Source: an optimization exercise on an open RTL-to-GDS flow (aim: small area). Production flows keep margins and buffers that such runs may drop.
In this exercise RTL edits were held to simulation tests only and were not proved equivalent to the original.
Power and IR drop assume default switching activity.

--- design.v ---
module fifo_1 (input clock, resetn, soft_reset, write_enb_next, read_enb,
               input [7:0] data_in, output reg [7:0] data_out, output full, empty);
reg [4:0] last;
reg [4:0] last_next;
reg [127:0] mem;
reg shift, hold;
wire rd = read_enb && !empty;
wire [7:0] m4 [0:3];
genvar g;
generate for (g = 0; g < 4; g = g + 1) begin: q
	assign m4[g] = last[1] ? (last[0] ? mem[(4*g+3)*8 +: 8] : mem[(4*g+2)*8 +: 8])
	                       : (last[0] ? mem[(4*g+1)*8 +: 8] : mem[(4*g)*8 +: 8]);
end endgenerate
wire [7:0] rdata = last[3] ? (last[2] ? m4[3] : m4[2]) : (last[2] ? m4[1] : m4[0]);
always @(posedge clock)
	mem <= ({mem[119:0], data_in} & {128{shift}}) | (mem & {128{hold}});
always @(posedge clock)
	if (!resetn || soft_reset) data_out <= 8'd0;
	else if (rd) data_out <= rdata;
always @(*)
	if (!resetn || soft_reset) last_next = 5'h1f;
	else if (shift && !rd) last_next = last + 5'd1;
	else if (rd && !shift) last_next = last - 5'd1;
	else last_next = last;
wire shift_next = write_enb_next && (last_next != 5'd15);
always @(posedge clock) begin
	last <= last_next;
	shift <= shift_next;
	hold <= !shift_next;
end
assign empty = last[4];
assign full  = (last == 5'd15);
endmodule
module fsm_1 (input clock, resetn, pkt_valid, fifo_full, soft_reset,
              input [2:0] fifo_empty, input [1:0] data_in, input [1:0] temp,
              output detect_add, lfd_state, ld_state, wte_state, laf_state,
              output write_enb_reg, write_next, busy);
localparam [2:0] DA = 3'd0, LD = 3'd1, LP = 3'd5, LAF = 3'd7,
                 LFD = 3'd3, WTE = 3'd2, FFS = 3'd6, CPE = 3'd4;
reg [2:0] ps, ns;
wire empty_in  = (data_in == 2'd0) ? fifo_empty[0] : (data_in == 2'd1) ? fifo_empty[1] : fifo_empty[2];
wire empty_tmp = (temp == 2'd0) ? fifo_empty[0] : (temp == 2'd1) ? fifo_empty[1] : fifo_empty[2];
always @(*)
	case (ps)
	DA:  ns = (pkt_valid && data_in != 2'd3) ? (empty_in ? LFD : WTE) : DA;
	LFD: ns = LD;
	LD:  ns = fifo_full ? FFS : !pkt_valid ? LP : LD;
	WTE: ns = empty_tmp ? LFD : WTE;
	FFS: ns = fifo_full ? FFS : LAF;
	LAF: ns = LD;
	LP:  ns = CPE;
	default: ns = fifo_full ? FFS : DA;
	endcase
always @(posedge clock)
	if (!resetn || soft_reset) ps <= DA;
	else ps <= ns;
assign detect_add = (ps == DA);
assign lfd_state = (ps == LFD);
assign ld_state = (ps == LD);
assign wte_state = (ps == WTE);
assign laf_state = (ps == LAF);
assign write_enb_reg = (ps == LD) | (ps == LP) | (ps == LAF);
assign write_next = resetn && !soft_reset && ((ns == LD) | (ns == LP) | (ns == LAF));
assign busy = !((ps == DA) | (ps == LD));
endmodule
module register_1 (input clock, resetn, pkt_valid, fifo_full, detect_add, lfd_state,
                   ld_state, wte_state, laf_state, input [7:0] data_in,
                   output reg err, output reg [7:0] dout);
reg [7:0] int_parity;
reg [7:0] full_byte;
reg parity_done, mismatch;
always @(posedge clock)
	if (!resetn) parity_done <= 1'b0;
	else parity_done <= ld_state && !pkt_valid && !fifo_full;
always @(posedge clock)
	mismatch <= (int_parity != data_in);
always @(posedge clock)
	if (!resetn) err <= 1'b0;
	else if (parity_done) err <= mismatch;
always @(posedge clock)
	if (detect_add || (ld_state && !fifo_full)) dout <= data_in;
	else if (wte_state) dout <= 8'd0;
	else if (laf_state) dout <= full_byte;
always @(posedge clock)
	if (!resetn) full_byte <= 8'd0;
	else if (ld_state && fifo_full) full_byte <= data_in;
always @(posedge clock)
	if (lfd_state) int_parity <= pkt_valid ? dout : 8'd0;
	else if (ld_state && pkt_valid) int_parity <= int_parity ^ data_in;
endmodule
module synchronizer_1 (input clock, resetn, vld_out, read_enb, output reg soft_reset);
reg [4:0] count;
wire last = count[4] & ~count[2] & ~count[1] & ~count[0];
always @(posedge clock)
	if (!resetn || !vld_out || read_enb) begin
		soft_reset <= 1'b0; count <= 5'd0;
	end else if (last) begin
		soft_reset <= 1'b1; count <= 5'd0;
	end else begin
		soft_reset <= 1'b0; count <= {count[3:0], ~(count[4] ^ count[2])};
	end
endmodule
module router(input [7:0]data_in,input pkt_valid,clock,resetn,read_enb_0,read_enb_1,read_enb_2, output [7:0]data_out_0,data_out_1,data_out_2,
 	      output vld_out_0,vld_out_1,vld_out_2,err,busy);
wire [7:0] dout;
wire [2:0] full, empty;
reg [1:0] temp;
wire detect_add, lfd_state, ld_state, wte_state, laf_state, write_enb_reg;
wire soft_reset_0, soft_reset_1, soft_reset_2;
always @(posedge clock)
	if (detect_add) temp <= data_in[1:0];
wire write_next;
wire [2:0] write_enb_next = write_next ? {temp == 2'd2, temp == 2'd1, temp == 2'd0} : 3'b000;
wire fifo_full = (temp == 2'd0) ? full[0] : (temp == 2'd1) ? full[1] : full[2];
fifo_1 FIFO1(clock, resetn, soft_reset_0, write_enb_next[0], read_enb_0, dout, data_out_0, full[0], empty[0]);
fifo_1 FIFO2(clock, resetn, soft_reset_1, write_enb_next[1], read_enb_1, dout, data_out_1, full[1], empty[1]);
fifo_1 FIFO3(clock, resetn, soft_reset_2, write_enb_next[2], read_enb_2, dout, data_out_2, full[2], empty[2]);
assign vld_out_0 = !empty[0];
assign vld_out_1 = !empty[1];
assign vld_out_2 = !empty[2];
synchronizer_1 SYNC0(clock, resetn, vld_out_0, read_enb_0, soft_reset_0);
synchronizer_1 SYNC1(clock, resetn, vld_out_1, read_enb_1, soft_reset_1);
synchronizer_1 SYNC2(clock, resetn, vld_out_2, read_enb_2, soft_reset_2);
fsm_1 FSM(clock, resetn, pkt_valid, fifo_full, soft_reset_0 | soft_reset_1 | soft_reset_2,
	  empty, data_in[1:0], temp, detect_add, lfd_state, ld_state, wte_state, laf_state,
	  write_enb_reg, write_next, busy);
register_1 REGISTER(clock, resetn, pkt_valid, fifo_full, detect_add, lfd_state, ld_state,
	  wte_state, laf_state, data_in, err, dout);
endmodule
--- flow/run.sh ---
#!/bin/bash
# The standard layout, with two changes: the port buffers are buf_1
# instead of the flow's default choice, and CTS adds no dummy loads.
set -uo pipefail
export BUFFER_PORTS_ARGS="-buffer_cell sky130_fd_sc_hd__buf_1"
export CTS_ARGS="-sink_clustering_enable -repair_clock_nets -sink_clustering_size 20 -sink_clustering_max_diameter 60 -buf_list sky130_fd_sc_hd__clkbuf_8 -dont_use_dummy_load"
bash standard.sh > standard.log 2>&1
--- standard.sh ---
#!/bin/bash
# synth_recipe.tcl (not shown) runs the flow's synth.tcl, then flattens the netlist and writes it again
# the make line also repeats each setting of config.mk as NAME=value (left out here)
make -C /OpenROAD-flow-scripts/flow DESIGN_CONFIG=/design/flow/config.mk WORK_HOME=/design/flow/orfs CLKGATE_MAP_FILE= SYNTH_SCRIPT=/design/flow/synth_recipe.tcl "${@:-finish}"
--- config.mk ---
export PLATFORM = sky130hd
export DESIGN_NAME = router
export DESIGN_NICKNAME = router
export VERILOG_FILES = /design/flow/design.v
export SDC_FILE = /design/flow/constraint.sdc
export NUM_CORES = 4
export LEC_CHECK = 0
export CAP_MARGIN = 20
export CORE_MARGIN = 2
export CORE_UTILIZATION = 75
export CTS_BUF_LIST = sky130_fd_sc_hd__clkbuf_8
export CTS_CLUSTER_DIAMETER = 60
export CTS_CLUSTER_SIZE = 20
export PLACE_DENSITY = 0.8
export SLEW_MARGIN = 20
--- constraint.sdc ---
create_clock -name core_clock -period 5.0 [get_ports {clock}]
set_input_delay 1.0000 -clock core_clock [delete_from_list [all_inputs] [get_ports {clock}]]
set_output_delay 1.0000 -clock core_clock [all_outputs]
set_load 0.01 [all_outputs]
==> results of run 1 <==
## layout make-up
cell class              count  area share (%)
well taps                 324            2.13
multi-input cells         826            42.1
clock buffers              34            2.46
flip-flops and latches    479            51.6
inverters                  18           0.356
repair buffers             55            1.36
## synthesized netlist by cell type (4+ instances only)
library cell	n	area, um^2
buf_6	12	135
edfxtp_1	18	541
a22oi_1	50	375
nand3b_1	5	37.5
a22o_1	416	3640
nor2b_1	21	131
and2_1	17	106
a21oi_1	23	115
xnor2_1	15	131
mux2i_1	17	170
mux4_2	96	2160
buf_1	13	48.8
inv_1	18	67.6
a31oi_1	4	25.0
buf_2	14	70.1
or4_1	6	45.0
dfxtp_1	461	9230
nand2_1	50	188
nand2b_1	8	50.1
nand4_1	10	62.6
nand3_1	6	30.0
clkbuf_1	99	372
nor2_1	21	78.8
and3_1	6	37.5
ha_1	9	113
## logic make-up (layout without fill, tap and decap cells)
kind of cell,after synthesis,in the layout
XOR/XNOR,18,18
multiplexers,115,115
AND/OR/NAND/NOR,169,169
adder cells (fa/ha/maj),9,9
AO/OA/AOI/OAI,515,515
flip-flops,479,479
buffers and inverters,160,107
## per-stage QoR
step | worst slack (ns) | util (%) | power (uW)
floorplan | 2.67 | - | 6000
global placement | 2.16 | 76.3 | 6270
detailed placement | 2.06 | 76.3 | 6330
CTS | 2.42 | 78.3 | 8020
global route | 2.29 | 78.3 | 8370
finish | 2.41 | 78.3 | 8000
## flip-flops by register name, summed over array words and instances, names as in the netlist, 2 cells and up
register             cells
FIFO1.mem              128
FIFO2.mem              128
SYNC2.count              5
REGISTER.int_parity      8
FIFO2.last               5
SYNC1.count              5
temp                     2
REGISTER.full_byte       8
REGISTER.dout            8
FIFO1.data_out           8
FIFO1.last               5
SYNC0.count              5
FSM.ps                   3
FIFO3.data_out           8
FIFO2.data_out           8
FIFO3.last               5
FIFO3.mem              128
## layer usage
| layer | wire (um) | GRT usage [%] | up-vias |
|---|---|---|---|
| met5 | 0 | 0 | - |
| met4 | 705 | 6.74 | 0 |
| met3 | 1540 | 3.85 | 51 |
| met2 | 16500 | 42.7 | 265 |
| met1 | 17000 | 42.2 | 5904 |
| li1 | - | - | 5587 |
## worst min-delay path by stage
stage,startpoint,endpoint,slack [ns],cells past startpoint
after floorplan,SYNC0.count[3],SYNC0.count[4],0.41,1
after global placement,SYNC1.count[3],SYNC1.count[4],0.41,1
after detailed placement,SYNC1.count[3],SYNC1.count[4],0.42,1
after CTS,SYNC1.count[3],SYNC1.count[4],0.45,1
after global routing,SYNC0.count[2],SYNC0.count[3],0.46,1
final,SYNC1.count[3],SYNC1.count[4],0.45,1
## power by group
part / switching [uW] / total [uW] / internal [uW]
clock network: 1110 / 1730 / 617
logic: 534 / 1290 / 751
registers: 581 / 4990 / 4410
==> out/qor.yml, run 1 <==
power:
  power-per-cell-area_nw_per_um2: 421
  power_leakage_uw: 0.00739
  ir_drop_mv: 0.290
layout:
  layout_commonest_cell: "dfxtp_1"
  multi_input_area_um2: 7990
  drive_gt1_share_pct: 12.3
  final_cells: 1736
  fin_area_um2: 19000
  area_delta_synth_final_pct: 2.79
  fin_nets: 1437
  most-common-layout-cells: "dfxtp_1 (452), a22o_1 (416), mux4_2 (96)"
  diodes: 0
  nFillCells: 1544
  ff_latch_area_um2: 9800
yosys:
  ys_seq_area_share_pct: 52.9
  synthCells: 1465
  muxShareOfSynthArea_pct: 12.7
  synth_top_family_by_area: "compound AO/OA/AOI/OAI gates"
  synthArstFlopShare_pct: 0
  syn_area_per_cell_um2: 12.6
  synth-seq-cells: 479
  synthSimpleGateAreaFrac_pct: 5.06
  synth_cell_type_count: 64
  ys.flop_type: "dfxtp_1"
  ys.warnings.count: 5
  synth_compound_area_share_pct: 23.8
  yosys.area_share.xor_xnor_pct: 1.00
  synth_edf_count: 18
  synth_nets: 1488
  syn_area_um2: 18500
  yosys.area_share.adder_pct: 0.610
timing:
  fin_crit_ns: 2.59
  tightest_slew_ns: 1.00
  slew_violations: 0
  hold_ws_ns: 0.447
  fin_skew_ns: 0.0401
  tns_ns: 0
  fmax_mhz: 387
  rsz0062_at_grt: "false"
  min_period_over_period_pct: 51.7
  finalSetupViolCount: 0
  relSlewSlack_pct: 33.2
  hold_viol: 0
clocking:
  cts_buffers: 34
  postCtsSetupRepairBufs: 0
  post_cts_resized: 0
  cts.path.max_buffers: 3
  htree_levels: 2
  clk_latency_ns: 0.55
  cts_root_buf: "clkbuf_8"
  cts_tree: "built"
  cts.hold.buffers_added: 0
  path_clk_slew_ns: 0.10
  cts.sink_count: 479
floorplanning:
  coreArea_um2: 24200
  chipWidth_um: 161
  num_rows: 57
  die_area_um2: 25900
  boundaryPins: 43
  die_h_um: 161
  initial_core_util_pct: 76.2
routing:
  totalWireLength_mm: 35.8
  ant_nets: 0
  via_per_inst: 6.80
  route.detailed.drc: 0
  post_drt_wl_per_cell_um: 20.6
  num_vias: 11800
  firstDrtPassIters: 5
  drt-initial-drc-count: 1327
setup_path:
  cp_slowest_cell: "dfxtp_1"
  reg2reg_slack_ns: 2.48
  max_stage_delay_ns: 0.57
  required_ns: 4.00
  crit_buf_inv: 2
  path_cells: "nor2_1 > inv_1 > buf_1"
  arrival_ns: 1.59
  reg2regPathDepth: 5
  crit_family: "flip-flops"
  path_max_fanout: 12
  crit_end: "busy"
  crit_start: "FSM.ps[1]"
  cp.depth: 3
  path_class: "reg2out"
  worstReg2RegEnd: "REGISTER.full_byte[0]"
  critPathLaunchType: "register"
  cp-end-kind: "primary output"
  worstReg2RegStart: "FIFO3.last[1]"
placed_design:
  placed_area_um2: 18500
  dp_hpwl_mm: 21.7
  place_congestion: 0.819
  place_inst: 1702
  portBuffers: 42
grt:
  grt_max_degree: 125
  grt_pass1_wl_mm: 59.4
  antenna_found_initial: 0
  grt_usage_pct: 27.8
  grt_overflow: 0
  grt_pass1_vias: 11400
run:
  max_cap_violations: 0
status:
  status: "finished clean"
min_path:
  hp-class: "reg2reg"
==> inputs of run 2 (changes only) <==
--- a/config.mk
+++ b/config.mk
@@ -9,3 +9,3 @@
 export CORE_MARGIN = 2
-export CORE_UTILIZATION = 75
+export CORE_UTILIZATION = 85
 export CTS_BUF_LIST = sky130_fd_sc_hd__clkbuf_8
@@ -13,3 +13,3 @@
 export CTS_CLUSTER_SIZE = 20
-export PLACE_DENSITY = 0.8
+export PLACE_DENSITY = 0.9
 export SLEW_MARGIN = 20
==> run 2 against run 1 <==
Total power shrank 0.32%. Final cell count shrank 3.1%. Sequential share of layout area grew 0.35 points. First-iteration DRC count shrank 25%. Count of clock-buffer cells in the layout shrank 6. Clock power shrank 6%. Wire length grew 11%. Global-route usage grew 6.8 points. Sequential power grew 0.8%. Non-clock buffer count is the same. Combinational power grew 3%.
==> out/qor.yml, run 2 <==
layout:
  final_cells: 1682
  reg_top3: "FIFO1.mem: 128 flops, FIFO2.mem: 128 flops, FIFO3.mem: 128 flops"
  layout_commonest_cell: "dfxtp_1"
  area_delta_synth_final_pct: 2.12
  fin_area_um2: 18900
  fin_util_pct: 89.2
  drive_gt1_share_pct: 11.9
  most-common-layout-cells: "dfxtp_1 (451), a22o_1 (416), mux4_2 (96)"
  fin_nets: 1431
yosys:
  yosysTopAreaCell: "dfxtp_1"
  ys.warnings.count: 5
  synth.top_cells.by_count: "dfxtp_1 (461), a22o_1 (416), clkbuf_1 (99)"
  synth_most_common_cell: "dfxtp_1"
  synth_nets: 1488
  syn_area_per_cell_um2: 12.6
  synth-seq-cells: 479
  synth_edf_count: 18
  synthCells: 1465
  ys_top_cells_by_area: "dfxtp_1 (50%), a22o_1 (20%), mux4_2 (12%)"
  synth_cell_type_count: 64
  ys_seq_area_share_pct: 52.9
  synth.top_cell.area_share_pct: 50.0
  synthArstFlopShare_pct: 0
  syn_area_um2: 18500
  ys.flop_type: "dfxtp_1"
timing:
  fmax_mhz: 340
  fin_skew_ns: 0.0350
  min_period_over_period_pct: 58.8
  relSlewSlack_pct: 25.9
  slew_violations: 0
  fin_crit_ns: 2.94
  finalSetupViolCount: 0
  rsz0062_at_grt: "false"
  tns_ns: 0
  fin_ws_ns: 2.06
  tightest_slew_ns: 1.11
  hold_viol: 0
status:
  status: "finished clean"
clocking:
  postCtsSetupRepairBufs: 0
  cts_tree: "built"
  cts.path.max_buffers: 3
  path_clk_slew_ns: 0.12
  cts_root_buf: "clkbuf_8"
  cts.sink_count: 479
  post_cts_resized: 0
  htree_levels: 1
  cts_buffers: 28
  cts.hold.buffers_added: 0
  clk_latency_ns: 0.64
floorplanning:
  initial_core_util_pct: 87.3
  boundaryPins: 43
  die_area_um2: 22900
  die_h_um: 151
  chipWidth_um: 151
  coreArea_um2: 21200
  num_rows: 53
routing:
  totalWireLength_mm: 39.8
  drt-initial-drc-count: 989
  firstDrtPassIters: 5
  post_drt_wl_per_cell_um: 23.7
  via_per_inst: 7.42
  ant_nets: 0
  route.detailed.drc: 0
  num_vias: 12500
setup_path:
  required_ns: 5.50
  reg2reg_slack_ns: 2.06
  arrival_ns: 3.44
  cp-end-kind: "register"
  path_max_fanout: 25
  cp_slowest_cell: "nand4_1"
  path_cells: "buf_4 > or4b_1 > o211ai_2 > nand4_1 > mux2i_1 > nor2b_1"
  critPathLaunchType: "register"
  max_stage_delay_ns: 0.61
  path_class: "reg2reg"
grt:
  grt_pass1_vias: 12300
  grt_overflow: 0
  grt_pass1_wl_mm: 63.2
  grt_usage_pct: 34.5
  antenna_found_initial: 1
  grt_max_degree: 113
placed_design:
  placed_area_um2: 18500
  portBuffers: 42
  place_inst: 1653
  dp_hpwl_mm: 24.1
  place_congestion: 0.808
  dp_slack_ns: 2.06
run:
  max_cap_violations: 0
power:
  power-per-cell-area_nw_per_um2: 423
  ir_drop_mv: 0.312
  power_leakage_uw: 0.00736
min_path:
  hp-class: "reg2reg"
run 2: cell counts after synthesis:
Identical to the previous run, type by type.
run 2: worst max-delay path: cells and delay by family (launching register included):
kind / cells / cell delay, ns
compound gates: 1 / 0.13
buf+inv: 1 / 0.51
simple gates: 3 / 1.20
mux: 1 / 0.39
flops: 1 / 0.59
run 2: kinds of logic after synthesis:
logic type                 count (synthesis)  share of synthesized area, %
DFF                                      479                          52.9
xor gates and xnor gates                  18                          1.00
and+or+nand+nor                          169                          5.06
AOI/OAI and AO/OA                        515                          23.8
adders and majority gates                  9                         0.610
buffers and inverters                    160                          3.87
muxes                                    115                          12.7
run 2: final cells by class:
| class | instances | area, um^2 |
|---|---|---|
| Multi-Input combinational cell | 826 | 7990 |
| Tap cell | 275 | 344 |
| Antenna cell | 1 | 2.50 |
| Fill cell | 916 | 2290 |
| Inverter | 18 | 67.6 |
| Timing Repair Buffer | 55 | 275 |
| Clock buffer | 28 | 385 |
| Sequential cell | 479 | 9800 |
run 2: path summary, 6_finish.rpt:
| kind | start | end | depth (start not counted) |
|---|---|---|---|
| setup / recovery | FIFO1.last[0] | REGISTER.full_byte[3] | 6 |
| hold / removal | SYNC0.count[3] | SYNC0.count[4] | 1 |
| setup reg to reg | FIFO1.last[0] | REGISTER.full_byte[3] | 6 |
| hold reg to reg | SYNC0.count[3] | SYNC0.count[4] | 1 |
run 2: metrics by stage:
| step | hold slack, ns | total power (uW) |
|---|---|---|
| final | 0.443 | 7970 |
| after global routing | 0.468 | 8230 |
| after CTS | 0.448 | 7930 |
| after detailed placement | 0.423 | 6370 |
| after global placement | 0.408 | 6250 |
| after floorplan | 0.406 | 6000 |
run 2: power breakdown:
group	switching, uW	total [uW]	internal, uW
sequential	620	5030	4410
clock	1110	1620	504
combinational	575	1330	758
run 2: metal layers:
metal | track usage (%) | up-vias | share of wire, %
met4 | 13.1 | 0 | 3.5
met1 | 47.2 | 6291 | 41
li1 | - | 5574 | -
met5 | 0 | - | 0
met3 | 5.00 | 112 | 6.4
met2 | 56.6 | 505 | 49
==> inputs of run 3 (changes only) <==
--- a/config.mk
+++ b/config.mk
@@ -9,3 +9,3 @@
 export CORE_MARGIN = 2
-export CORE_UTILIZATION = 85
+export CORE_UTILIZATION = 60
 export CTS_BUF_LIST = sky130_fd_sc_hd__clkbuf_8
@@ -13,3 +13,2 @@
 export CTS_CLUSTER_SIZE = 20
-export PLACE_DENSITY = 0.9
 export SLEW_MARGIN = 20
==> run 3 against run 2 <==
Total power up 1.3%. Die area up 40%. Critical endpoint is now REGISTER.full_byte[4]. Register-to-register slack better by 0.06 ns. Worst hold slack worse by 0.0080 ns. Final cell count up 7.5%. Critical path depth unchanged. Non-clock buffer count down 2. Via count down 6.0%. Combinational power down 5%. Global-route usage down 12 points.
==> out/qor.yml, run 3 <==
clocking:
  cts.path.max_buffers: 3
  cts.sink_count: 479
  htree_levels: 2
  postCtsSetupRepairBufs: 0
  post_cts_resized: 0
  cts.hold.buffers_added: 0
  clk_latency_ns: 0.56
  cts_tree: "built"
  cts_buffers: 36
  path_clk_slew_ns: 0.10
  cts_root_buf: "clkbuf_8"
grt:
  grt_max_degree: 110
  grt_pass1_wl_mm: 60.6
  grt_usage_pct: 22.5
  grt_pass1_vias: 11000
  antenna_found_initial: 1
  grt_overflow: 0
layout:
  layout_commonest_cell: "dfxtp_1"
  area_delta_synth_final_pct: 3.41
  nFillCells: 2419
  fin_util_pct: 62.8
  fin_nets: 1437
  diodes: 0
  most-common-layout-cells: "dfxtp_1 (449), a22o_1 (416), mux4_2 (96)"
  reg_top3: "FIFO1.mem: 128 flops, FIFO2.mem: 128 flops, FIFO3.mem: 128 flops"
  drive_gt1_share_pct: 12.5
yosys:
  synth.top_cells.by_count: "dfxtp_1 (461), a22o_1 (416), clkbuf_1 (99)"
  syn_area_per_cell_um2: 12.6
  synthArstFlopShare_pct: 0
  ys.flop_type: "dfxtp_1"
  synth.top_cell.area_share_pct: 50.0
  syn_area_um2: 18500
  ys_seq_area_share_pct: 52.9
  synth_edf_count: 18
  ys.warnings.count: 5
  synth_most_common_cell: "dfxtp_1"
  synth_nets: 1488
  yosysTopAreaCell: "dfxtp_1"
  synth_cell_type_count: 64
  synthCells: 1465
  synth-seq-cells: 479
  ys_top_cells_by_area: "dfxtp_1 (50%), a22o_1 (20%), mux4_2 (12%)"
timing:
  finalSetupViolCount: 0
  fin_crit_ns: 2.88
  min_period_over_period_pct: 57.7
  rsz0062_at_grt: "false"
  relSlewSlack_pct: 29.5
  hold_viol: 0
  slew_violations: 0
  tns_ns: 0
  hold_ws_ns: 0.435
  fmax_mhz: 347
  tightest_slew_ns: 1.06
  fin_skew_ns: 0.0537
min_path:
  hp-class: "reg2reg"
run:
  max_cap_violations: 0
floorplanning:
  die_h_um: 179
  chipWidth_um: 179
  initial_core_util_pct: 60.7
  boundaryPins: 43
  coreArea_um2: 30400
  num_rows: 64
  die_area_um2: 32200
routing:
  route.detailed.drc: 0
  ant_nets: 0
  via_per_inst: 6.49
  post_drt_wl_per_cell_um: 20.5
  drt-initial-drc-count: 881
  firstDrtPassIters: 5
  totalWireLength_mm: 37.1
  num_vias: 11700
setup_path:
  required_ns: 5.42
  cp-end-kind: "register"
  path_cells: "buf_4 > or4b_1 > o211ai_2 > nand4_1 > mux2i_1 > nor2b_1"
  arrival_ns: 3.31
  crit_buf_inv: 1
  crit_family: "simple AND/OR/NAND/NOR gates"
  path_class: "reg2reg"
  max_stage_delay_ns: 0.64
  cp_slowest_cell: "dfxtp_2"
  path_max_fanout: 23
  critPathLaunchType: "register"
power:
  power_leakage_uw: 0.00740
  power-per-cell-area_nw_per_um2: 423
  ir_drop_mv: 0.236
status:
  status: "finished clean"
placed_design:
  dp_hpwl_mm: 21.6
  place_congestion: 0.800
  portBuffers: 42
==> run 3: report_power, final <==
group | internal, uW | switching (uW)
clock network | 651 | 1160
logic | 751 | 504
registers | 4410 | 607
total | 5810 | 2270
==> run 3: metal layers <==
metal,wire [um],GRT usage (%)
met1,19000,35.7
met2,16100,32.5
met3,1360,2.96
met4,706,5.33
met5,11,0
==> run 3: logic make-up after synthesis <==
kind of cell    after synthesis  synth area share, %
simple gates                169                 5.06
mux                         115                 12.7
buf+inv                     160                 3.87
fa+ha+maj                     9                0.610
compound gates              515                 23.8
flops                       479                 52.9
xor+xnor                     18                 1.00
==> run 3: final timing paths <==
check | startpoint | to | depth (start not counted) | slack [ns]
worst max-delay path | FIFO1.last[0] | REGISTER.full_byte[4] | 6 | 2.12
worst min-delay path | SYNC2.count[3] | SYNC2.count[4] | 1 | 0.43
worst max register to register | FIFO1.last[0] | REGISTER.full_byte[4] | 6 | 2.12
worst min register to register | SYNC2.count[3] | SYNC2.count[4] | 1 | 0.43
==> run 3: area by class of cell <==
| cell class | count | area, um^2 | area share, % |
|---|---|---|---|
| inverter | 18 | 67.6 | 0.354 |
| multi-input combinational | 826 | 7990 | 41.8 |
| tap | 396 | 495 | 2.59 |
| timing repair buffer | 53 | 253 | 1.32 |
| clock buffer | 36 | 495 | 2.59 |
| sequential | 479 | 9800 | 51.3 |
==> run 3: metrics by stage <==
step           setup slack (ns)  instances  cell area, um^2  total power [uW]
3_3_place_gp               2.16       1771            18600              6310
5_1_grt                    1.84       1808            19100              8460
3_5_place_dp               2.10       1771            18600              6340
6_report                   2.12       1808            19100              8080
2_1_floorplan              2.67       1465            18500              6000
4_1_cts                    2.08       1807            19100              8130
==> run 3: worst reg2reg max path, delay by kind of cell, from the launching register on <==
family | cells | cell delay, ns
flops | 1 | 0.64
mux | 1 | 0.34
compound gates | 1 | 0.12
buf+inv | 1 | 0.52
simple gates | 3 | 1.15
==> inputs of run 4 (changes only) <==
--- a/design.v
+++ b/design.v
@@ -90,13 +90,8 @@
 endmodule
-module synchronizer_1 (input clock, resetn, vld_out, read_enb, output reg soft_reset);
+module synchronizer_1 (input clock, resetn, vld_out, read_enb, output soft_reset);
 reg [4:0] count;
-wire last = count[4] & ~count[2] & ~count[1] & ~count[0];
+assign soft_reset = (count == 5'b10000);
 always @(posedge clock)
-	if (!resetn || !vld_out || read_enb) begin
-		soft_reset <= 1'b0; count <= 5'd0;
-	end else if (last) begin
-		soft_reset <= 1'b1; count <= 5'd0;
-	end else begin
-		soft_reset <= 1'b0; count <= {count[3:0], ~(count[4] ^ count[2])};
-	end
+	if (!resetn || !vld_out || read_enb) count <= 5'd0;
+	else count <= {count[3:0], ~(count[4] ^ count[2])};
 endmodule
--- a/config.mk
+++ b/config.mk
@@ -7,5 +7,5 @@
 export LEC_CHECK = 0
-export CAP_MARGIN = 20
+export CAP_MARGIN = 0
 export CORE_MARGIN = 2
-export CORE_UTILIZATION = 60
+export CORE_UTILIZATION = 85
 export CTS_BUF_LIST = sky130_fd_sc_hd__clkbuf_8
@@ -13,2 +13,3 @@
 export CTS_CLUSTER_SIZE = 20
-export SLEW_MARGIN = 20
+export PLACE_DENSITY = 0.9
+export SLEW_MARGIN = 0
==> run 4 against run 3 <==
Sequential power is 9.8% lower. Clock power is 9% lower. Non-clock buffer count increased by 2. Synthesized area shrank 1.4%. Critical path depth is the same. Via count up 7.2%. Fmax is 2.9% higher. Combinational power decreased by 34%. Die area is 30% lower. Critical endpoint is now REGISTER.dout[2]. Highest routed layer unchanged.
==> out/qor.yml, run 4 <==
yosys:
  synth_most_common_cell: "dfxtp_1"
  synth_edf_count: 18
  synth_cell_type_count: 61
  syn_area_per_cell_um2: 12.3
  synth_nets: 1503
  synthCells: 1483
  synth.top_cell.area_share_pct: 50.3
  syn_area_um2: 18200
  ys.flop_type: "dfxtp_1"
  ys_seq_area_share_pct: 53.3
  ys.warnings.count: 5
  synth.top_cells.by_count: "dfxtp_1 (458), a22o_1 (392), clkbuf_1 (99)"
  yosysTopAreaCell: "dfxtp_1"
  ys_top_cells_by_area: "dfxtp_1 (50%), a22o_1 (19%), mux4_2 (12%)"
  synthArstFlopShare_pct: 0
  synth-seq-cells: 476
placed_design:
  portBuffers: 42
  dp_hpwl_mm: 24.3
  place_inst: 1667
  place_congestion: 0.859
power:
  power_leakage_uw: 0.00695
  ir_drop_mv: 0.312
  power-per-cell-area_nw_per_um2: 375
clocking:
  path_clk_slew_ns: 0.11
  post_cts_resized: 0
  cts.hold.buffers_added: 0
  cts_buffers: 30
  cts_tree: "built"
  cts.sink_count: 476
  cts_root_buf: "clkbuf_8"
  htree_levels: 1
  clk_latency_ns: 0.63
  cts.path.max_buffers: 3
  postCtsSetupRepairBufs: 0
layout:
  drive_gt1_share_pct: 11.0
  diodes: 0
  final_cells: 1697
  fin_nets: 1444
  most-common-layout-cells: "dfxtp_1 (448), a22o_1 (392), mux4_2 (96)"
  layout_commonest_cell: "dfxtp_1"
  area_delta_synth_final_pct: 2.35
  reg_top3: "FIFO1.mem: 128 flops, FIFO2.mem: 128 flops, FIFO3.mem: 128 flops"
floorplanning:
  die_h_um: 150
  chipWidth_um: 150
  num_rows: 53
  die_area_um2: 22600
  initial_core_util_pct: 86.7
  coreArea_um2: 21000
  boundaryPins: 43
setup_path:
  path_max_fanout: 18
  reg2regPathDepth: 6
  arrival_ns: 3.04
  cp_slowest_cell: "dfxtp_1"
  path_cells: "nand3_1 > o21a_1 > a21oi_2 > o21ai_0 > nand2b_1 > nand2_1"
  required_ns: 5.23
  path_class: "reg2reg"
  cp-end-kind: "register"
  max_stage_delay_ns: 0.89
  critPathLaunchType: "register"
routing:
  via_per_inst: 7.42
  ant_nets: 0
  num_vias: 12600
  drt-initial-drc-count: 1233
  totalWireLength_mm: 39.5
  route.detailed.drc: 0
  post_drt_wl_per_cell_um: 23.3
  firstDrtPassIters: 8
grt:
  use_met1_pct: 47.6
  antenna_found_initial: 1
  grtUsageMet3_pct: 4.42
  busiest_layer: "met2"
  grt_pass1_vias: 12300
  grt_overflow: 0
  grt_pass1_wl_mm: 63.0
  grt_usage_pct: 34.8
  grt_max_degree: 121
  grt_use_met2_pct: 57.5
timing:
  finalSetupViolCount: 0
  fmax_mhz: 357
  rsz0062_at_grt: "false"
  relSlewSlack_pct: 20.4
  fin_skew_ns: 0.0653
  tightest_slew_ns: 1.19
  hold_ws_ns: 0.456
  min_period_over_period_pct: 56.0
  tns_ns: 0
  slew_violations: 0
  fin_crit_ns: 2.80
  hold_viol: 0
min_path:
  hold_path_depth: 2
  hp-class: "reg2reg"
run:
  max_cap_violations: 0
status:
  status: "finished clean"
run 4: final cells by class:
type / instances / area (um^2)
Multi-Input combinational cell: 847 / 7850
Timing Repair Buffer: 55 / 255
Inverter: 14 / 52.6
Fill cell: 938 / 2370
Tap cell: 275 / 344
Sequential cell: 476 / 9740
Clock buffer: 30 / 413
run 4: path summary, 6_finish.rpt:
check / endpoint / slack (ns) / start
min reg2reg: REGISTER.full_byte[5] / 0.46 / REGISTER.full_byte[5]
max: REGISTER.dout[2] / 2.20 / FIFO2.last[1]
max reg2reg: REGISTER.dout[2] / 2.20 / FIFO2.last[1]
min: REGISTER.full_byte[5] / 0.46 / REGISTER.full_byte[5]
run 4: logic make-up after synthesis:
| family | count (synthesis) | share of synthesized area (%) |
|---|---|---|
| AOI/OAI and AO/OA | 547 | 24.3 |
| xor gates and xnor gates | 21 | 1.05 |
| adders and majority gates | 6 | 0.412 |
| buffers and inverters | 160 | 3.65 |
| DFF | 476 | 53.3 |
| muxes | 101 | 12.1 |
| and+or+nand+nor | 172 | 5.20 |
run 4: where the power goes:
part / internal (uW) / switching, uW
clock: 538 / 1100
combinational: 444 / 393
sequential: 4150 / 371
total: 5130 / 1870
run 4: layer usage:
layer / vias to the layer above / share of wire [%]
met2: 536 / 49
met1: 6288 / 42
li1: 5637 / -
met4: 2 / 3.7
met5: - / 0.033
met3: 121 / 6.0
run 4: stage by stage:
| stage | utilization (%) | area [um^2] | total power (uW) | worst slack, ns |
|---|---|---|---|---|
| global placement | 86.7 | 18200 | 5330 | 1.78 |
| global route | 88.7 | 18600 | 7210 | 2.01 |
| detailed placement | 86.7 | 18200 | 5400 | 1.66 |
| finish | 88.7 | 18600 | 6990 | 2.20 |
| CTS | 88.7 | 18600 | 6960 | 2.28 |
| floorplan | - | 18200 | 5150 | 2.53 |
run 4: critical path: cells and delay by family (launching register included):
family           cells  cell delay (ns)
AND/OR/NAND/NOR      3             0.84
flip-flops           1             0.89
AO/OA/AOI/OAI        3             0.68
==> inputs of run 5 (changes only) <==
--- a/config.mk
+++ b/config.mk
@@ -7,3 +7,3 @@
 export LEC_CHECK = 0
-export CAP_MARGIN = 0
+export CAP_MARGIN = 20
 export CORE_MARGIN = 2
@@ -14,2 +14,2 @@
 export PLACE_DENSITY = 0.9
-export SLEW_MARGIN = 0
+export SLEW_MARGIN = 20
==> run 5 against run 4 <==
Clock skew grew 0.0011 ns. Critical path type is now in2reg. Critical path depth grew 1. Total power about the same. Largest power group unchanged. Clock power about the same. Worst hold slack is essentially flat. Final cell count is the same. First-iteration DRC count grew 0.89%. Largest cell class unchanged. Synthesized area did not move. Highest routed layer unchanged. Sequential share of layout area about the same. Register-to-register slack improved by 0.05 ns.
==> out/qor.yml, run 5 <==
yosys:
  muxShareOfSynthArea_pct: 12.1
  yosysTopAreaCell: "dfxtp_1"
  yosys.area_share.xor_xnor_pct: 1.05
  synth_edf_count: 18
  synth_most_common_cell: "dfxtp_1"
  syn_area_per_cell_um2: 12.3
  yosys.area_share.adder_pct: 0.412
  synth_cell_type_count: 61
  synthCells: 1483
  ys.warnings.count: 5
  synth_compound_area_share_pct: 24.3
  ys.flop_type: "dfxtp_1"
  synth_top_family_by_area: "compound AO/OA/AOI/OAI gates"
  synthSimpleGateAreaFrac_pct: 5.20
  ys_top_cells_by_area: "dfxtp_1 (50%), a22o_1 (19%), mux4_2 (12%)"
  synthArstFlopShare_pct: 0
  syn_area_um2: 18200
  synth.top_cells.by_count: "dfxtp_1 (458), a22o_1 (392), clkbuf_1 (99)"
  ys_seq_area_share_pct: 53.3
  synth_nets: 1503
  synth.top_cell.area_share_pct: 50.3
  synth-seq-cells: 476
clocking:
  path_clk_slew_ns: 0.12
  post_cts_resized: 0
  cts_root_buf: "clkbuf_8"
  htree_levels: 1
  postCtsSetupRepairBufs: 0
  cts.path.max_buffers: 3
  cts_buffers: 30
  cts.hold.buffers_added: 0
  clk_latency_ns: 0.63
  cts.sink_count: 476
  cts_tree: "built"
timing:
  finalSetupViolCount: 0
  min_period_over_period_pct: 55.7
  fin_skew_ns: 0.0664
  hold_viol: 0
  tightest_slew_ns: 0.992
  hold_ws_ns: 0.456
  rsz0062_at_grt: "false"
  fmax_mhz: 359
  tns_ns: 0
  slew_violations: 0
  relSlewSlack_pct: 33.9
  fin_crit_ns: 2.79
setup_path:
  path_class: "in2reg"
  worstReg2RegEnd: "REGISTER.dout[2]"
  path_max_fanout: 20
  reg2reg_slack_ns: 2.25
  arrival_ns: 3.30
  critPathLaunchType: "primary input"
  cp-end-kind: "register"
  worstReg2RegStart: "FIFO3.last[1]"
  required_ns: 5.51
  reg2regPathDepth: 6
grt:
  grt_usage_pct: 34.8
  grt_overflow: 0
  grt_pass1_vias: 12300
  grt_max_degree: 121
  antenna_found_initial: 1
  grt_pass1_wl_mm: 63.0
layout:
  final_cells: 1697
  area_delta_synth_final_pct: 2.40
  reg_top3: "FIFO1.mem: 128 flops, FIFO2.mem: 128 flops, FIFO3.mem: 128 flops"
  drive_gt1_share_pct: 11.1
  fin_area_um2: 18700
  fin_nets: 1444
  layout_commonest_cell: "dfxtp_1"
  most-common-layout-cells: "dfxtp_1 (448), a22o_1 (392), mux4_2 (96)"
  diodes: 0
  nFillCells: 934
min_path:
  hold_path_depth: 2
  hp-start: "REGISTER.full_byte[5]"
  hp-class: "reg2reg"
  hold_path_end: "REGISTER.full_byte[5]"
placed_design:
  place_inst: 1667
  dp_hpwl_mm: 24.3
  place_congestion: 0.859
  portBuffers: 42
  placed_area_um2: 18200
floorplanning:
  die_h_um: 150
  boundaryPins: 43
  chipWidth_um: 150
  coreArea_um2: 21000
  initial_core_util_pct: 86.7
  num_rows: 53
  die_area_um2: 22600
routing:
  post_drt_wl_per_cell_um: 23.3
  num_vias: 12500
  via_per_inst: 7.35
  firstDrtPassIters: 5
  ant_nets: 0
  route.detailed.drc: 0
  totalWireLength_mm: 39.5
  drt-initial-drc-count: 1244
power:
  power-per-cell-area_nw_per_um2: 375
  ir_drop_mv: 0.313
  power_leakage_uw: 0.00695
status:
  status: "finished clean"
run:
  max_cap_violations: 0
==> run 5: cell families after synthesis <==
group / count (synthesis)
adder cells (fa/ha/maj): 6
XOR/XNOR: 21
buffers and inverters: 160
flip-flops: 476
AND/OR/NAND/NOR: 172
multiplexers: 101
AO/OA/AOI/OAI: 547
==> run 5: worst max path at each step <==
stage	from	endpoint	cells after the start
floorplan	resetn	FIFO3.hold	6
global placement	read_enb_0	FIFO1.hold	7
detailed placement	read_enb_0	FIFO1.hold	7
CTS	FIFO3.last[1]	REGISTER.dout[2]	6
global route	FIFO3.last[1]	REGISTER.dout[2]	6
finish	read_enb_0	FIFO1.hold	7
==> run 5: cell type report <==
cell class                 instances  area, um^2  share of cell area (%)
timing repair buffer              55         259                    1.39
clock buffer                      30         413                    2.21
multi-input combinational        847        7850                    42.1
sequential                       476        9740                    52.2
inverter                          14        52.6                   0.282
tap                              275         344                    1.84
==> run 5: where the power goes <==
part	switching [uW]	internal, uW	total (uW)
Clock	1110	538	1650
Combinational	392	444	836
Sequential	371	4150	4520
Total	1870	5130	7000
==> run 5: critical path, cell delays in order <==
cell,delay (ns)
buf_1,0.22
nand2b_1,0.54
and2_1,0.45
a41oi_1,0.26
xor2_1,0.21
a211oi_1,0.13
or4_1,0.49
==> run 5: stage by stage <==
step | total power, uW | util, % | worst slack [ns]
after floorplan | 5150 | - | 2.53
after global placement | 5330 | 86.7 | 1.78
after detailed placement | 5400 | 86.7 | 1.66
after CTS | 6960 | 88.7 | 2.28
after global routing | 7210 | 88.8 | 2.01
final | 7000 | 88.8 | 2.21
==> run 5: per-layer routing <==
| layer | part of all wire [%] | up-vias | global-route usage, % |
|---|---|---|---|
| met5 | 0.033 | - | 0 |
| met4 | 3.4 | 2 | 13.3 |
| met3 | 5.8 | 102 | 4.42 |
| met2 | 49 | 460 | 57.5 |
| met1 | 42 | 6275 | 47.6 |
| li1 | - | 5636 | - |
==> inputs of run 6 (changes only) <==
==> flow/run.sh (replaced) <==
#!/bin/bash
# The standard layout, with two changes: the port buffers are buf_1
# instead of the flow's default choice, and CTS adds no dummy loads.
set -uo pipefail
export BUFFER_PORTS_ARGS="-buffer_cell sky130_fd_sc_hd__buf_1"
export CTS_ARGS="-sink_clustering_enable -repair_clock_nets -sink_clustering_size 20 -sink_clustering_max_diameter 60 -buf_list {sky130_fd_sc_hd__clkbuf_4 sky130_fd_sc_hd__clkbuf_8 sky130_fd_sc_hd__clkbuf_16} -dont_use_dummy_load"
bash standard.sh > standard.log 2>&1
==> run 6 against run 5 <==
Largest power group unchanged. First-iteration DRC count increased by 22%. Final cell count is the same. Critical path depth is the same. Sequential cell count is the same. Non-clock buffer count unchanged. Worst hold slack improved by 0.0025 ns.
==> out/qor.yml, run 6 <==
yosys:
  yosysTopAreaCell: "dfxtp_1"
  syn_area_per_cell_um2: 12.3
  synthSimpleGateAreaFrac_pct: 5.20
  yosys.area_share.xor_xnor_pct: 1.05
  ys.warnings.count: 5
  syn_area_um2: 18200
  synth_cell_type_count: 61
  synth_compound_area_share_pct: 24.3
  yosys.area_share.adder_pct: 0.412
  synth.top_cells.by_count: "dfxtp_1 (458), a22o_1 (392), clkbuf_1 (99)"
  synth_nets: 1503
  synthCells: 1483
  synth.top_cell.area_share_pct: 50.3
  synth_edf_count: 18
  ys_top_cells_by_area: "dfxtp_1 (50%), a22o_1 (19%), mux4_2 (12%)"
  synth-seq-cells: 476
  ys.flop_type: "dfxtp_1"
  synth_top_family_by_area: "compound AO/OA/AOI/OAI gates"
  muxShareOfSynthArea_pct: 12.1
  ys_seq_area_share_pct: 53.3
  synth_most_common_cell: "dfxtp_1"
  synthArstFlopShare_pct: 0
clocking:
  cts.path.max_buffers: 3
  cts_buffers: 30
  htree_levels: 1
  clk_latency_ns: 0.57
  postCtsSetupRepairBufs: 0
  cts_tree: "built"
  cts.hold.buffers_added: 0
  post_cts_resized: 0
  cts.sink_count: 476
  path_clk_slew_ns: 0.08
  cts_root_buf: "clkbuf_16"
layout:
  fin_area_um2: 19000
  reg_top3: "FIFO1.mem: 128 flops, FIFO2.mem: 128 flops, FIFO3.mem: 128 flops"
  layout_commonest_cell: "dfxtp_1"
  drive_gt1_share_pct: 11.1
  diodes: 0
  area_delta_synth_final_pct: 4.25
  fin_nets: 1444
  most-common-layout-cells: "dfxtp_1 (448), a22o_1 (392), mux4_2 (96)"
setup_path:
  max_stage_delay_ns: 0.57
  crit_buf_inv: 1
  worstReg2RegStart: "FIFO3.last[1]"
  reg2reg_slack_ns: 2.17
  required_ns: 5.44
  reg2regPathDepth: 6
  critPathLaunchType: "primary input"
  arrival_ns: 3.32
  path_cells: "buf_1 > nand2b_1 > and2_1 > a41oi_1 > xor2_1 > a211oi_1 > or4_1"
  path_max_fanout: 20
  worstReg2RegEnd: "REGISTER.dout[2]"
  crit_start: "read_enb_0"
  cp-end-kind: "register"
  cp_slowest_cell: "nand2b_1"
  crit_family: "simple AND/OR/NAND/NOR gates"
  path_class: "in2reg"
floorplanning:
  die_h_um: 150
  chipWidth_um: 150
  initial_core_util_pct: 86.7
  boundaryPins: 43
  die_area_um2: 22600
  num_rows: 53
  coreArea_um2: 21000
status:
  status: "finished clean"
grt:
  busiest_layer: "met2"
  antenna_found_initial: 0
  use_met1_pct: 50.4
  grtUsageMet3_pct: 7.45
  grt_max_degree: 121
  grt_pass1_vias: 12800
  grt_pass1_wl_mm: 69.0
  grt_use_met2_pct: 64.2
  grt_usage_pct: 38.8
  grt_overflow: 0
placed_design:
  placed_area_um2: 18200
  portBuffers: 42
  place_congestion: 0.859
  dp_hpwl_mm: 24.3
routing:
  firstDrtPassIters: 5
  via_per_inst: 7.69
  totalWireLength_mm: 44.2
  num_vias: 13100
  route.detailed.drc: 0
  drt-initial-drc-count: 1521
  post_drt_wl_per_cell_um: 26.0
  ant_nets: 0
timing:
  tightest_slew_ns: 1.02
  min_period_over_period_pct: 57.5
  hold_ws_ns: 0.458
  hold_viol: 0
  fin_crit_ns: 2.88
  slew_violations: 0
  finalSetupViolCount: 0
  fin_skew_ns: 0.0446
  tns_ns: 0
  relSlewSlack_pct: 31.5
  fmax_mhz: 348
  rsz0062_at_grt: "false"
run:
  max_cap_violations: 0
min_path:
  hold_path_end: "REGISTER.full_byte[3]"
  hold_path_depth: 2
  hp-start: "REGISTER.full_byte[3]"
  hp-class: "reg2reg"
power:
  power-per-cell-area_nw_per_um2: 403
  power_leakage_uw: 0.00711
  ir_drop_mv: 0.356
run 6: cell counts after synthesis:
Identical to the previous run, type by type.
run 6: layer usage:
layer / wire length (um) / part of all wire [%]
met3: 3520 / 8.0
met1: 16900 / 38
met4: 1970 / 4.5
met5: 0 / 0
met2: 21800 / 49
run 6: report_power, final:
group	switching, uW	internal (uW)	total (uW)
Sequential	382	4140	4530
Clock	1220	1060	2280
Combinational	413	446	859
Total	2020	5650	7660
run 6: worst max-delay path by stage:
| stage | to | slack, ns | cells after the start |
|---|---|---|---|
| floorplan | FIFO3.hold | 2.53 | 6 |
| global placement | FIFO1.hold | 1.78 | 7 |
| detailed placement | FIFO1.hold | 1.66 | 7 |
| CTS | FIFO1.hold | 2.17 | 7 |
| global route | FIFO1.hold | 2.01 | 7 |
| finish | FIFO1.hold | 2.12 | 7 |
run 6: kinds of logic after synthesis:
kind of cell,count (synthesis)
adders and majority gates,6
muxes,101
DFF,476
buffers and inverters,160
AOI/OAI and AO/OA,547
and+or+nand+nor,172
xor gates and xnor gates,21
run 6: metrics by stage:
step	worst slack, ns	utilization [%]	instances	total power, uW
finish	2.12	90.4	1697	7660
global route	2.01	90.4	1697	7860
CTS	2.17	90.3	1697	7610
detailed placement	1.66	86.7	1667	5400
global placement	1.78	86.7	1667	5330
floorplan	2.53	-	1483	5150
run 6: layout make-up:
cell class / instances / area [um^2]
Sequential cell: 476 / 9740
Multi-Input combinational cell: 847 / 7850
Fill cell: 812 / 2030
Clock buffer: 30 / 751
Tap cell: 275 / 344
Timing Repair Buffer: 55 / 259
Inverter: 14 / 52.6
run 6: worst reg2reg max path, cell delays in order, from the launching register on:
cell and delay, ns:
dfxtp_1 0.89, nand4_1 0.28, o21a_1 0.20, a21oi_2 0.33, o21ai_0 0.14, nand2b_1 0.29
nand2_1 0.32
==> inputs of run 7 (changes only) <==
==> flow/run.sh (replaced) <==
#!/bin/bash
# The standard layout, with two changes: the port buffers are buf_1
# instead of the flow's default choice, and CTS adds no dummy loads.
set -uo pipefail
export BUFFER_PORTS_ARGS="-buffer_cell sky130_fd_sc_hd__buf_1"
export CTS_ARGS="-sink_clustering_enable -repair_clock_nets -sink_clustering_size 24 -sink_clustering_max_diameter 40 -buf_list sky130_fd_sc_hd__clkbuf_8 -dont_use_dummy_load"
bash standard.sh > standard.log 2>&1
==> run 7 against run 6 <==
Design area fell by 0.94%. Largest power group unchanged. Highest routed layer unchanged. Non-clock buffer count did not move. Synthesized area did not move. Wire length fell by 7.9%. Critical path depth did not move. Clock skew rose by 0.017 ns.
==> out/qor.yml, run 7 <==
layout:
  drive_gt1_share_pct: 11.8
  most-common-layout-cells: "dfxtp_1 (448), a22o_1 (392), mux4_2 (96)"
  fin_util_pct: 89.5
  layout_commonest_cell: "dfxtp_1"
  nFillCells: 872
  reg_top3: "FIFO1.mem: 128 flops, FIFO2.mem: 128 flops, FIFO3.mem: 128 flops"
  area_delta_synth_final_pct: 3.28
  diodes: 0
  fin_area_um2: 18800
  fin_nets: 1456
setup_path:
  arrival_ns: 3.29
  cp-end-kind: "register"
  required_ns: 5.45
  path_class: "in2reg"
  critPathLaunchType: "primary input"
  path_max_fanout: 20
yosys:
  synth-seq-cells: 476
  syn_area_um2: 18200
  synthCells: 1483
  ys.flop_type: "dfxtp_1"
  synth_edf_count: 18
  ys_seq_area_share_pct: 53.3
  synth_cell_type_count: 61
  synth.top_cells.by_count: "dfxtp_1 (458), a22o_1 (392), clkbuf_1 (99)"
  synthArstFlopShare_pct: 0
  ys.warnings.count: 5
  synth_most_common_cell: "dfxtp_1"
  yosysTopAreaCell: "dfxtp_1"
  ys_top_cells_by_area: "dfxtp_1 (50%), a22o_1 (19%), mux4_2 (12%)"
  synth_nets: 1503
  syn_area_per_cell_um2: 12.3
  synth.top_cell.area_share_pct: 50.3
routing:
  num_vias: 12800
  route.detailed.drc: 0
  via_per_inst: 7.50
  post_drt_wl_per_cell_um: 23.8
  drt-initial-drc-count: 1301
  firstDrtPassIters: 6
  totalWireLength_mm: 40.7
  ant_nets: 0
timing:
  finalSetupViolCount: 0
  rsz0062_at_grt: "false"
  fin_skew_ns: 0.0619
  tightest_slew_ns: 1.02
  relSlewSlack_pct: 31.2
  tns_ns: 0
  fin_crit_ns: 2.84
  hold_viol: 0
  min_period_over_period_pct: 56.9
  fmax_mhz: 352
  slew_violations: 0
clocking:
  cts.hold.buffers_added: 0
  cts.path.max_buffers: 3
  cts.sink_count: 476
  cts_tree: "built"
  cts_buffers: 42
  clk_latency_ns: 0.59
  htree_levels: 2
  post_cts_resized: 0
  postCtsSetupRepairBufs: 0
  cts_root_buf: "clkbuf_8"
  path_clk_slew_ns: 0.10
placed_design:
  portBuffers: 42
  placed_area_um2: 18200
  dp_hpwl_mm: 24.3
  place_congestion: 0.859
grt:
  antenna_found_initial: 0
  grt_pass1_wl_mm: 64.5
  grt_max_degree: 121
  grt_overflow: 0
  grt_pass1_vias: 12500
  grt_usage_pct: 35.8
floorplanning:
  num_rows: 53
  boundaryPins: 43
  die_area_um2: 22600
  initial_core_util_pct: 86.7
  coreArea_um2: 21000
  chipWidth_um: 150
  die_h_um: 150
power:
  p_comb_share_pct: 11.5
  power_switching_uw: 1940
  power-per-cell-area_nw_per_um2: 387
  ir_drop_mv: 0.317
  power.internal_uw: 5340
  switching_share_pct: 26.7
  power_frac_clock_pct: 26.4
  power_leakage_uw: 0.00704
  p_seq_share_pct: 62.1
run:
  max_cap_violations: 0
status:
  status: "finished clean"
min_path:
  hp-class: "reg2reg"
## run 7: cell types whose count changed in the layout (fill, tap and decap cells not counted), sizes merged
| cell | before | now |
|---|---|---|
| clkbuf | 30 | 42 |
## run 7: critical path, cell delays in order
cell	delay, ns
buf_1	0.21
nand2b_1	0.54
and2_1	0.45
a41oi_1	0.27
xor2_1	0.22
a211oi_1	0.12
or4_1	0.48
## run 7: metal layers
| metal | part of all wire (%) | track usage, % | vias to the layer above |
|---|---|---|---|
| met3 | 7.5 | 6.33 | 111 |
| met4 | 2.8 | 12.0 | 0 |
| met1 | 40 | 47.8 | 6373 |
| met2 | 49 | 59.8 | 661 |
| met5 | 0 | 0 | - |
| li1 | - | - | 5670 |
## run 7: worst paths after layout
path / startpoint / slack, ns / to / cells past startpoint
max reg2reg: FIFO3.last[1] / 2.26 / REGISTER.dout[3] / 6
min reg2reg: REGISTER.full_byte[6] / 0.46 / REGISTER.full_byte[6] / 2
min: REGISTER.full_byte[6] / 0.46 / REGISTER.full_byte[6] / 2
max: read_enb_0 / 2.16 / FIFO1.hold / 7
## run 7: kinds of logic (layout without fill, tap and decap cells)
family | Yosys count | in the layout | synth area share [%]
DFF | 476 | 476 | 53.3
xor gates and xnor gates | 21 | 21 | 1.05
adders and majority gates | 6 | 6 | 0.412
AOI/OAI and AO/OA | 547 | 547 | 24.3
buffers and inverters | 160 | 111 | 3.65
muxes | 101 | 101 | 12.1
and+or+nand+nor | 172 | 172 | 5.20
## run 7: layout make-up
class	count	area [um^2]	share of cell area, %
Inverter	14	52.6	0.279
Sequential cell	476	9740	51.7
Clock buffer	42	578	3.07
Tap cell	275	344	1.83
Multi-Input combinational cell	847	7850	41.7
Timing Repair Buffer	55	259	1.38
## run 7: through the flow
stage	total power, uW	worst slack [ns]	hold WS [ns]	cells
floorplan	5150	2.53	0.428	1483
global placement	5330	1.78	0.437	1667
detailed placement	5400	1.66	0.453	1667
CTS	7250	2.24	0.464	1709
global route	7490	2.03	0.483	1709
finish	7290	2.16	0.459	1709
## run 7: power groups by stage
stage          clock network, uW  registers, uW  logic, uW
5_1_grt                     2040           4560        894
3_5_place_dp                   0           4580        819
3_3_place_gp                   0           4550        783
6_report                    1920           4520        841
2_1_floorplan                  0           4400        758
4_1_cts                     1920           4510        831
==> inputs of run 8 (changes only) <==
==> flow/run.sh (replaced) <==
#!/bin/bash
# The standard layout, with two changes: the port buffers are buf_1
# instead of the flow's default choice, and CTS adds no dummy loads.
set -uo pipefail
export BUFFER_PORTS_ARGS="-buffer_cell sky130_fd_sc_hd__buf_1"
export CTS_ARGS="-sink_clustering_enable -repair_clock_nets -sink_clustering_size 22 -sink_clustering_max_diameter 45 -buf_list sky130_fd_sc_hd__clkbuf_8 -dont_use_dummy_load"
bash standard.sh > standard.log 2>&1
==> run 8 against run 7 <==
Register-to-register slack got worse by 0.09 ns. Non-clock buffer count did not move. Total power fell by 1.3%. Die area did not move. Count of clock-buffer cells in the layout fell by 5. Clock power fell by 5%. Sequential share of layout area rose by 0.18 points. Sequential power barely moved. Critical path type unchanged.
==> out/qor.yml, run 8 <==
floorplanning:
  num_rows: 53
  die_area_um2: 22600
  chipWidth_um: 150
  initial_core_util_pct: 86.7
  boundaryPins: 43
  die_h_um: 150
  coreArea_um2: 21000
placed_design:
  portBuffers: 42
  place_congestion: 0.859
  dp_slack_ns: 1.66
  dp_hpwl_mm: 24.3
  placed_area_um2: 18200
timing:
  rsz0062_at_grt: "false"
  slew_violations: 0
  relSlewSlack_pct: 28.0
  finalSetupViolCount: 0
  fmax_mhz: 341
  fin_crit_ns: 2.93
  fin_skew_ns: 0.0429
  fin_ws_ns: 2.07
  hold_ws_ns: 0.458
  min_period_over_period_pct: 58.7
  tns_ns: 0
  tightest_slew_ns: 1.07
  hold_viol: 0
layout:
  layout_commonest_cell: "dfxtp_1"
  most-common-layout-cells: "dfxtp_1 (448), a22o_1 (392), mux4_2 (96)"
  reg_top3: "FIFO1.mem: 128 flops, FIFO2.mem: 128 flops, FIFO3.mem: 128 flops"
  fin_area_um2: 18800
  fin_nets: 1451
  area_delta_synth_final_pct: 2.91
  drive_gt1_share_pct: 11.5
  nFillCells: 875
yosys:
  syn_area_um2: 18200
  synth.top_cell.area_share_pct: 50.3
  syn_area_per_cell_um2: 12.3
  synth.top_cells.by_count: "dfxtp_1 (458), a22o_1 (392), clkbuf_1 (99)"
  synth-seq-cells: 476
  synth_cell_type_count: 61
  ys.warnings.count: 5
  ys.flop_type: "dfxtp_1"
  synth_nets: 1503
  synth_most_common_cell: "dfxtp_1"
  yosysTopAreaCell: "dfxtp_1"
  synthCells: 1483
  ys_top_cells_by_area: "dfxtp_1 (50%), a22o_1 (19%), mux4_2 (12%)"
  synth_edf_count: 18
  synthArstFlopShare_pct: 0
  ys_seq_area_share_pct: 53.3
power:
  ir_drop_mv: 0.351
  p_seq_share_pct: 62.9
  power_leakage_uw: 0.00700
  power_frac_clock_pct: 25.4
  power_uw: 7190
  p_comb_share_pct: 11.8
  power.internal_uw: 5260
  switching_share_pct: 26.9
  power_switching_uw: 1940
  power-per-cell-area_nw_per_um2: 384
setup_path:
  worstReg2RegStart: "FIFO1.last[4]"
  cp-end-kind: "register"
  path_class: "in2reg"
  required_ns: 5.44
  reg2regPathDepth: 6
  crit_start: "read_enb_0"
  critPathLaunchType: "primary input"
  path_max_fanout: 20
  arrival_ns: 3.38
routing:
  ant_nets: 0
  num_vias: 12800
  post_drt_wl_per_cell_um: 24.0
  firstDrtPassIters: 6
  totalWireLength_mm: 40.9
  drt-initial-drc-count: 1236
  route.detailed.drc: 0
  via_per_inst: 7.48
clocking:
  cts_root_buf: "clkbuf_8"
  postCtsSetupRepairBufs: 0
  cts_tree: "built"
  post_cts_resized: 0
  path_clk_slew_ns: 0.11
  cts.hold.buffers_added: 0
  htree_levels: 2
  cts_buffers: 37
  clk_latency_ns: 0.58
  cts.path.max_buffers: 3
  cts.sink_count: 476
min_path:
  hp-start: "SYNC0.count[2]"
  hp-class: "reg2reg"
  hold_path_depth: 1
status:
  status: "finished clean"
grt:
  antenna_found_initial: 0
  grt_overflow: 0
  grt_pass1_wl_mm: 65.0
  grt_pass1_vias: 12600
  grt_usage_pct: 36.1
  grt_max_degree: 121
run:
  max_cap_violations: 0
run 8: metrics by stage:
| stage | utilization (%) | cells |
|---|---|---|
| 2_1_floorplan | - | 1483 |
| 3_3_place_gp | 86.7 | 1667 |
| 3_5_place_dp | 86.7 | 1667 |
| 4_1_cts | 89.2 | 1704 |
| 5_1_grt | 89.2 | 1704 |
| 6_report | 89.2 | 1705 |
run 8: logic make-up (layout without fill, tap and decap cells):
group | after synthesis | after routing | synth area share, %
AO/OA/AOI/OAI | 547 | 547 | 24.3
XOR/XNOR | 21 | 21 | 1.05
adder cells (fa/ha/maj) | 6 | 6 | 0.412
buffers and inverters | 160 | 106 | 3.65
flip-flops | 476 | 476 | 53.3
multiplexers | 101 | 101 | 12.1
other | 0 | 1 | 0
AND/OR/NAND/NOR | 172 | 172 | 5.20
run 8: power by group through the flow:
stage / sequential, uW / clock [uW] / combinational, uW
floorplan: 4400 / 0 / 758
global placement: 4550 / 0 / 783
detailed placement: 4580 / 0 / 819
CTS: 4510 / 1810 / 834
global route: 4560 / 1950 / 900
finish: 4520 / 1820 / 846
run 8: layout make-up:
class                   instances  area, um^2  share of cell area (%)
diodes                          1        2.50                  0.0133
clock buffers                  37         509                    2.72
inverters                      14        52.6                   0.280
multi-input cells             847        7850                    41.8
flip-flops and latches        476        9740                    51.9
well taps                     275         344                    1.84
repair buffers                 55         259                    1.38
run 8: routing by layer:
| layer | up-vias | global-route usage, % | share of wire [%] | routed length (um) |
|---|---|---|---|---|
| li1 | 5661 | - | - | - |
| met1 | 6334 | 48.1 | 40 | 16300 |
| met2 | 627 | 59.7 | 49 | 20100 |
| met3 | 130 | 6.00 | 7.4 | 3050 |
| met4 | 0 | 14.4 | 3.5 | 1430 |
| met5 | - | 0 | 0 | 0 |
run 8: worst max-delay path, cell delays in order:
cell	delay [ns]
buf_1	0.20
nand2b_1	0.60
and2_1	0.48
a41oi_1	0.26
xor2_1	0.21
a211oi_1	0.13
or4_1	0.49
run 8: path summary, 6_finish.rpt:
path | endpoint | slack [ns]
max | FIFO1.hold | 2.07
min | SYNC0.count[3] | 0.46
max reg2reg | FIFO1.hold | 2.17
min reg2reg | SYNC0.count[3] | 0.46
==> inputs of run 9 (changes only) <==
==> flow/run.sh (replaced) <==
#!/bin/bash
# The standard layout, with two changes: the port buffers are buf_1
# instead of the flow's default choice, and CTS adds no dummy loads.
set -uo pipefail
export BUFFER_PORTS_ARGS="-buffer_cell sky130_fd_sc_hd__buf_1"
export CTS_ARGS="-sink_clustering_enable -repair_clock_nets -sink_clustering_size 30 -sink_clustering_max_diameter 40 -buf_list sky130_fd_sc_hd__clkbuf_16 -dont_use_dummy_load"
bash standard.sh > standard.log 2>&1
==> run 9 against run 8 <==
Largest power group unchanged. Register-to-register slack got worse by 0.13 ns. Highest routed layer is now met5. Non-clock buffer count unchanged. Wire length grew 18%. Count of clock-buffer cells in the layout is 5 higher. Still clean. First-iteration DRC count is 45% higher. Worst hold slack improved by 0.0050 ns. Clock skew increased by 0.0069 ns. Final cell count is 0.29% higher. Total power grew 15%. Via count grew 6.3%. Synthesized area stayed put. Global-route usage is 6.1 points higher.
==> out/qor.yml, run 9 <==
status:
  status: "finished clean"
clocking:
  cts.path.max_buffers: 3
  postCtsSetupRepairBufs: 0
  path_clk_slew_ns: 0.09
  cts_root_buf: "clkbuf_16"
  cts.sink_count: 476
  cts.hold.buffers_added: 0
  post_cts_resized: 0
  cts_buffers: 42
  cts_tree: "built"
  htree_levels: 2
  clk_latency_ns: 0.56
yosys:
  synth.top_cells.by_count: "dfxtp_1 (458), a22o_1 (392), clkbuf_1 (99)"
  yosysTopAreaCell: "dfxtp_1"
  synth_edf_count: 18
  ys.flop_type: "dfxtp_1"
  synth_cell_type_count: 61
  syn_area_um2: 18200
  synth_nets: 1503
  synth_most_common_cell: "dfxtp_1"
  ys.warnings.count: 5
  synthCells: 1483
  synthArstFlopShare_pct: 0
  synth-seq-cells: 476
  ys_top_cells_by_area: "dfxtp_1 (50%), a22o_1 (19%), mux4_2 (12%)"
  ys_seq_area_share_pct: 53.3
  syn_area_per_cell_um2: 12.3
  synth.top_cell.area_share_pct: 50.3
floorplanning:
  die_area_um2: 22600
  die_h_um: 150
  num_rows: 53
  coreArea_um2: 21000
  initial_core_util_pct: 86.7
  chipWidth_um: 150
  boundaryPins: 43
routing:
  drt-initial-drc-count: 1793
  firstDrtPassIters: 6
  totalWireLength_mm: 48.2
  ant_nets: 0
  num_vias: 13600
  post_drt_wl_per_cell_um: 28.2
  via_per_inst: 7.93
  route.detailed.drc: 0
layout:
  drive_gt1_share_pct: 11.9
  nFillCells: 708
  most-common-layout-cells: "dfxtp_1 (448), a22o_1 (392), mux4_2 (96)"
  fin_util_pct: 91.8
  layout_commonest_cell: "dfxtp_1"
  reg_top3: "FIFO1.mem: 128 flops, FIFO2.mem: 128 flops, FIFO3.mem: 128 flops"
  fin_nets: 1456
  area_delta_synth_final_pct: 5.91
setup_path:
  critPathLaunchType: "primary input"
  arrival_ns: 3.52
  cp-end-kind: "register"
  reg2regPathDepth: 6
  required_ns: 5.39
  path_class: "in2reg"
  worstReg2RegEnd: "FIFO1.hold"
  max_stage_delay_ns: 0.60
  path_max_fanout: 20
  cp_slowest_cell: "nand2b_1"
  reg2reg_slack_ns: 2.04
  worstReg2RegStart: "FIFO1.last[4]"
  path_cells: "buf_1 > nand2b_1 > and2_1 > a41oi_1 > xor2_1 > a211oi_1 > or4_1"
min_path:
  hp-start: "FIFO2.mem[63]"
  hold_path_depth: 1
  hold_path_end: "FIFO2.mem[71]"
  hp-class: "reg2reg"
power:
  power-per-cell-area_nw_per_um2: 429
  power_uw: 8270
  ir_drop_mv: 0.395
  power_leakage_uw: 0.00725
grt:
  grt_pass1_wl_mm: 74.5
  grt_pass1_vias: 13200
  grt_usage_pct: 42.2
  antenna_found_initial: 1
  grt_overflow: 0
  grt_max_degree: 121
timing:
  fin_crit_ns: 3.13
  fmax_mhz: 320
  finalSetupViolCount: 0
  slew_violations: 0
  relSlewSlack_pct: 31.1
  hold_viol: 0
  tns_ns: 0
  fin_skew_ns: 0.0498
  min_period_over_period_pct: 62.6
  tightest_slew_ns: 1.03
  rsz0062_at_grt: "false"
placed_design:
  portBuffers: 42
  place_congestion: 0.859
  dp_hpwl_mm: 24.3
run:
  max_cap_violations: 0
==> run 9: changes by cell type in the layout (fill, tap and decap cells not counted) <==
cell and delta:
nor3_2 +1, nor3_1 -1, clkbuf_16 +42, clkbuf_8 -37
==> run 9: area by class of cell <==
| class | instances | area (um^2) | share of cell area, % |
|---|---|---|---|
| multi-input cells | 847 | 7850 | 40.7 |
| clock buffers | 42 | 1050 | 5.45 |
| flip-flops and latches | 476 | 9740 | 50.5 |
| well taps | 275 | 344 | 1.78 |
| diodes | 1 | 2.50 | 0.0130 |
| inverters | 14 | 52.6 | 0.272 |
| repair buffers | 55 | 259 | 1.34 |
==> run 9: where the power goes <==
group          leakage, uW  switching [uW]  internal [uW]
Sequential         0.00388             402           4150
Clock             0.000518            1360           1480
Combinational      0.00285             431            446
==> run 9: kinds of logic after synthesis <==
group	Yosys count	synth area share, %
buf+inv	160	3.65
fa+ha+maj	6	0.412
flops	476	53.3
mux	101	12.1
compound gates	547	24.3
xor+xnor	21	1.05
simple gates	172	5.20
==> run 9: metrics by stage <==
stage | area (um^2) | instances | setup slack, ns | hold slack, ns
final | 19300 | 1710 | 1.87 | 0.463
after global routing | 19300 | 1709 | 1.86 | 0.485
after CTS | 19300 | 1709 | 1.96 | 0.471
after detailed placement | 18200 | 1667 | 1.66 | 0.453
after global placement | 18200 | 1667 | 1.78 | 0.437
after floorplan | 18200 | 1483 | 2.53 | 0.428
==> run 9: worst max-delay path by stage <==
stage / endpoint / cells past startpoint / from
6_report: FIFO1.hold / 7 / read_enb_0
2_1_floorplan: FIFO3.hold / 6 / resetn
3_3_place_gp: FIFO1.hold / 7 / read_enb_0
4_1_cts: FIFO1.hold / 7 / read_enb_0
5_1_grt: FIFO1.hold / 7 / read_enb_0
3_5_place_dp: FIFO1.hold / 7 / read_enb_0
==> run 9: critical path: cells and delay by family <==
family | cells | cell delay [ns]
buffers and inverters | 1 | 0.24
xor gates and xnor gates | 1 | 0.24
AOI/OAI and AO/OA | 2 | 0.43
and+or+nand+nor | 3 | 1.61
==> run 9: routing by layer <==
layer	up-vias	track usage, %	part of all wire [%]
li1	5672	-	-
met1	6619	54.3	37
met2	1049	69.2	49
met3	217	8.76	9.3
met4	2	19.8	5.1
met5	-	0	0.017

Check on run 9: ideal ports give 1.871 ns setup slack; a clkbuf_16 on the clock port and buf_2 on the inputs give 1.831 ns; moving port delays by the midpoint clock arrival (0.589 ns) as well gives 1.242 ns.
